Source: an optimization exercise on an open RTL-to-GDS flow (aim: small area and a short achievable clock period). Production flows keep margins and buffers that such runs may drop. In this exercise RTL edits were held to simulation tests only and were not proved equivalent to the original. No activity file was given, so power comes from the tool's default toggle rates.

`flow/design.v`:
```
`timescale 1ns / 1ps
module Multiplier(
  input clk,
  input reset,
  input [15:0]A,
  input [3:0]B,
  output reg [31:0]outProduct
);
  reg [31:0] temp1;
  reg [31:0] temp2;
  reg [31:0] temp3;
  reg [31:0] temp4;
  reg [31:0] X1_add;
  reg [31:0] X2_add;
  always @ (posedge clk or posedge reset)
  begin
    if(reset)
      begin
        temp1 <= 32'b0;
        temp2 <= 32'b0;
        temp3 <= 32'b0;
        temp4 <= 32'b0;    
        X1_add <= 32'b0;
        X2_add <= 32'b0; 
        outProduct <= 32'b0; 
      end 
    else
        begin
            temp1 <= B[0] ? {16'b0,A} : 32'b0;
            temp2 <= B[1] ? {15'b0,A,1'b0} : 32'b0; 
            temp3 <= B[2] ? {14'b0,A,2'b0} : 32'b0;
            temp4 <= B[3] ? {13'b0,A,3'b0} : 32'b0;
            X1_add <= temp1 + temp2;
            X2_add <= temp3 + temp4;
            outProduct <= X1_add + X2_add;
         end
    end   
endmodule
`timescale 1ns / 1ps
module Multiplier32(
 input clk,
 input reset,
 input [15:0]A,
 input [15:0]B,
 output [31:0]outProduct
    );
 wire [31:0]outP1;
 wire [31:0]outP2;
 wire [31:0]outP3;
 wire [31:0]outP4;
 wire [31:0]outPA1;
 wire [31:0]outPA2;
  Multiplier Xn1(clk,reset,A[15:0],B[3:0],outP1[31:0]);
  Multiplier Xn2(clk,reset,A[15:0],B[7:4],outP2[31:0]);
  Multiplier Xn3(clk,reset,A[15:0],B[11:8],outP3[31:0]);  
  Multiplier Xn4(clk,reset,A[15:0],B[15:12],outP4[31:0]); 
  assign outPA1 = outP1 +(outP2 <<4); 
  assign outPA2 = (outP3 << 8) +(outP4 << 12);   
  assign outProduct = outPA1 + outPA2;   
endmodule
```
`flow/run.sh`:
```
#!/bin/bash
# synth_recipe.tcl (not shown) runs the flow's synth.tcl, then flattens the netlist and writes it again
# the make line also repeats each setting of config.mk as NAME=value (left out here)
make -C /OpenROAD-flow-scripts/flow DESIGN_CONFIG=/design/flow/config.mk WORK_HOME=/design/flow/orfs CLKGATE_MAP_FILE= SYNTH_SCRIPT=/design/flow/synth_recipe.tcl finish
```
`flow/config.mk`:
```
export PLATFORM = sky130hd
export DESIGN_NAME = Multiplier32
export DESIGN_NICKNAME = Multiplier32
export VERILOG_FILES = /design/flow/design.v
export SDC_FILE = /design/flow/constraint.sdc
export NUM_CORES = 4
export LEC_CHECK = 0
export CAP_MARGIN = 20
export CORE_MARGIN = 2
export CORE_UTILIZATION = 40
export SLEW_MARGIN = 20
```
`flow/constraint.sdc`:
```
create_clock -name core_clock -period 6.5 [get_ports {clk}]
set_input_delay 1.3000 -clock core_clock [delete_from_list [all_inputs] [get_ports {clk}]]
set_output_delay 1.3000 -clock core_clock [all_outputs]
set_load 0.01 [all_outputs]
```
==> flow_metrics.py <==
metrics = {
    "logic_synthesis": {
        "async_flop_share_pct": 100.0,
        "yosysUniqueCellTypes": 65,
        "synth_top_area_cell": "dfrtp_1",
        "synth_most_common_cell": "dfrtp_1",
        "ys_seq_area_share_pct": 49.18,
        "synth_enable_flop_cells": 0,
        "synthCells": 2234,
        "synth.avg_cell_area_um2": 11.00,
        "netlist_top_cells_area": "dfrtp_1 49%, ha_1 12%, and2_1 6.7%",
        "synth_top_flop_cell": "dfrtp_1",
        "synth.cell_area_um2": 24570,
        "synth_common_cells": "483 x dfrtp_1, 263 x and2_1, 233 x ha_1",
        "postSynthNetCount": 2540,
        "yosysWarnings": 1,
        "synth_top_area_share_pct": 49.18,
        "synth-seq-cells": 483,
    },
    "clock_tree": {
        "clock_path_buffers": 3,
        "htreeDepth": 2,
        "tritoncts": "done",
        "cts_setup_buffers": 0,
        "clk_pin_slew_ps": 60,
        "clock-sinks": 483,
        "cts_buffers": 52,
        "cts-root-buf": "clkbuf_16",
        "clk_latency_ps": 590,
        "post_cts_resized": 0,
        "cts_hold_buffers": 0,
    },
    "worst_setup_path": {
        "cp_num_buf_inv": 3,
        "r2r_cells": 10,
        "r2r-end": "Xn1.outProduct[18]$_DFF_PP0_",
        "crit_path_start_kind": "flip-flop",
        "r2r_setup_slack_ps": 3610,
        "cp_data_required_time_ps": 5200,
        "critical_path.top_delay_family": "compound AO/OA/AOI/OAI gates",
        "cp_max_fo": 4,
        "critical_path.slowest_cell": "clkdlybuf4s50_1",
        "r2r_start": "Xn1.X2_add[2]$_DFF_PP0_",
        "timing_worst_setup_path_type": "reg2out",
        "max_stage_delay_ps": 560,
        "setup.worst_path.end_class": "primary output",
        "crit_chain": "inv_1 > fa_1 > inv_1 > fa_1 > ha_1 > o21a_1 > o21ai_1 > o32a_1 > a21boi_0 > o2111a_1 > o22ai_1 > xnor2_1 > clkdlybuf4s50_1",
        "worstPathArrival_ps": 4530,
    },
    "grt": {
        "antenna_found_initial": 4,
        "grtUsageTotal_pct": 16.75,
        "grt_pass1_wl_mm": 84.01,
        "grt_max_degree": 150,
        "grt_pass1_vias": 16320,
        "grt_overflow": 0,
    },
    "route": {
        "routed_wl_mm": 51.41,
        "ant_nets": 0,
        "routed-via-count": 15780,
        "vias_per_cell": 5.025,
        "drc": 0,
        "drtPass1Iterations": 5,
        "drt-initial-drc-count": 728,
        "avgRoutedWirePerCell_um": 16.37,
    },
    "final_layout": {
        "area_growth_pct": 13.50,
        "drive_gt1_share_pct": 4.677,
        "nFillCells": 5486,
        "multi_input_area_um2": 11690,
        "final_cell_area_um2": 27890,
        "finalNetCount": 2621,
        "register_area_um2": 12090,
    },
    "timing": {
        "finalMaxSlewViolations": 0,
        "rsz0062_at_grt": "no",
        "hold_violations": 0,
        "timing.slew.headroom_pct": 38.11,
        "fin_crit_sh_pct": 89.63,
        "finalClockSkew_ps": 14.19,
        "clock.fmax_ghz": 0.1716,
        "period_needed_ps": 5826,
        "finalSetupViolations": 0,
        "tightest_slew_ps": 925.4,
    },
    "pwr": {
        "p_leak_uw": 0.01337,
        "power_uw": 13190,
        "p_per_area_nw_per_um2": 472.9,
        "ir_drop_v": 0.0004509,
    },
    "floorplan": {
        "num_rows": 90,
        "io_pins": 66,
        "fp.dieH_um": 251.9,
        "coreArea_um2": 60580,
        "initial_core_util_pct": 40.56,
        "die-width_um": 251.9,
        "die_area_um2": 63440,
    },
    "placed_design": {
        "gp_congestion": 0.8614,
        "placed_area_um2": 26100,
        "io_buffers": 65,
        "dpl.hpwl_mm": 37.95,
    },
    "job": {
        "drv_cap": 0,
    },
    "worst_hold_path": {
        "whs_path_depth": 0,
        "hold_path_class": "reg2reg",
        "min_from": "Xn2.temp1[0]$_DFF_PP0_",
        "holdPathEnd": "Xn2.X1_add[0]$_DFF_PP0_",
    },
    "outcome": {
        "outcome": "complete, no violations",
    },
}
## stage by stage
stage	instances	hold WS (ps)	worst slack, ps	util [%]	TNS [ps]
after global placement	3043	332.8	1278	43.09	0
after CTS	3134	348.1	613.6	46.02	0
after detailed placement	3043	334.7	1260	43.09	0
after global routing	3134	349.6	387.2	46.02	0
final	3140	346.7	674.0	46.04	0
after floorplan	2234	331.2	-1347	-	-650450
## final cells by class
cell class	instances	area share (%)
Sequential cell	483	43.33
Clock inverter	27	1.247
Antenna cell	6	0.05383
Tap cell	782	3.508
Clock buffer	64	5.118
Multi-Input combinational cell	1544	41.92
Inverter	164	2.220
Timing Repair Buffer	70	2.602
## worst max path at each step
stage,from,to,slack [ps],depth (start not counted)
3_5_place_dp,Xn1.outProduct[12]$_DFF_PP0_,outProduct[31],1260,13
6_report,Xn1.outProduct[12]$_DFF_PP0_,outProduct[31],670,13
3_3_place_gp,Xn1.outProduct[12]$_DFF_PP0_,outProduct[31],1280,13
5_1_grt,Xn1.outProduct[12]$_DFF_PP0_,outProduct[29],390,13
2_1_floorplan,reset,Xn1.X1_add[0]$_DFF_PP0_,-1350,1
4_1_cts,Xn1.outProduct[12]$_DFF_PP0_,outProduct[31],610,13
## cells in the final DEF, fill, tap and decap left out, types with 7 or more instances in the layout
master and count:
o21ai_0 80, nor3_1 37, or2_2 8, nand2b_1 18
a211oi_1 8, o2111ai_1 12, inv_1 163, a221oi_1 7
o21a_1 44, o31ai_1 13, and3_1 24, nand3_1 41
clkinv_2 8, nor2b_1 37, clkdlybuf4s50_1 65, a21oi_1 117
nand2_1 70, xnor2_1 135, ha_1 233, a21boi_0 13
nor2_1 125, a31oi_1 23, xor2_1 34, clkinvlp_4 7
dfrtp_1 483, o211ai_1 13, o22ai_1 8, and2_1 263
fa_1 39, o21bai_1 14, a21o_1 43, bufinv_16 7
clkbuf_16 53
## routing by layer
metal | global-route usage (%) | wire (µm)
met5 | 0 | 0
met3 | 2.445 | 1856
met4 | 4.243 | 1003
met2 | 28.22 | 24330
met1 | 22.78 | 24210
## flip-flops by register name, summed over array words and instances (netlist names), 20 cells and up
name	flops
Xn1.outProduct	21
Xn2.outProduct	21
Xn3.outProduct	21
Xn4.outProduct	20
## power by group
part	total (µW)	internal [µW]	leakage (µW)	switching [µW]
Sequential	3540	3390	0.00607	143
Combinational	6630	3150	0.00644	3480
Clock	3020	1840	0.000859	1190
## worst reg2reg max path: cells and delay by family (launching register included)
family / cells / cell delay, ps
flip-flops: 1 / 370
AO/OA/AOI/OAI: 3 / 1020
buffers and inverters: 1 / 70
XOR/XNOR: 1 / 320
AND/OR/NAND/NOR: 3 / 480
adder cells (fa/ha/maj): 2 / 460
## cell families after synthesis
| logic type | Yosys count | share of synthesized area (%) |
|---|---|---|
| adder cells (fa/ha/maj) | 272 | 15.04 |
| multiplexers | 5 | 0.2037 |
| buffers and inverters | 207 | 3.238 |
| AO/OA/AOI/OAI | 446 | 11.90 |
| XOR/XNOR | 169 | 6.023 |
| AND/OR/NAND/NOR | 652 | 14.41 |
| flip-flops | 483 | 49.18 |

-- afterwards: timing with drivers on the ports --
The flow's constraints put no driver on any port. The routed layout listed below was extracted and timed again, unchanged, in two steps.
Step 1 (the two cells are an assumption about what drives the block):
set clk [get_ports {clk}]
set_driving_cell -lib_cell sky130_fd_sc_hd__clkbuf_16 $clk
set_driving_cell -lib_cell sky130_fd_sc_hd__buf_2 [delete_from_list [all_inputs] $clk]
Step 2 times the ports against the registers' clock, not the clock port: input delays grow and output delays shrink by t, the midpoint of the rising clock arrivals with the driver on.
Slacks: ideal / step 1 / step 2; pairs: ideal / step 1.
shift t [ns]: 0.643
setup WS [ns]: 0.674 / 0.612 / 1.254
hold slack, ns: 0.347 / 0.347 / 0.347
clock arrival spread, ns: 0.015 / 0.015
After both steps setup and hold are still met in this run. The setup slack of this run moves by -0.062 ns with the drivers and by +0.580 ns with both steps.
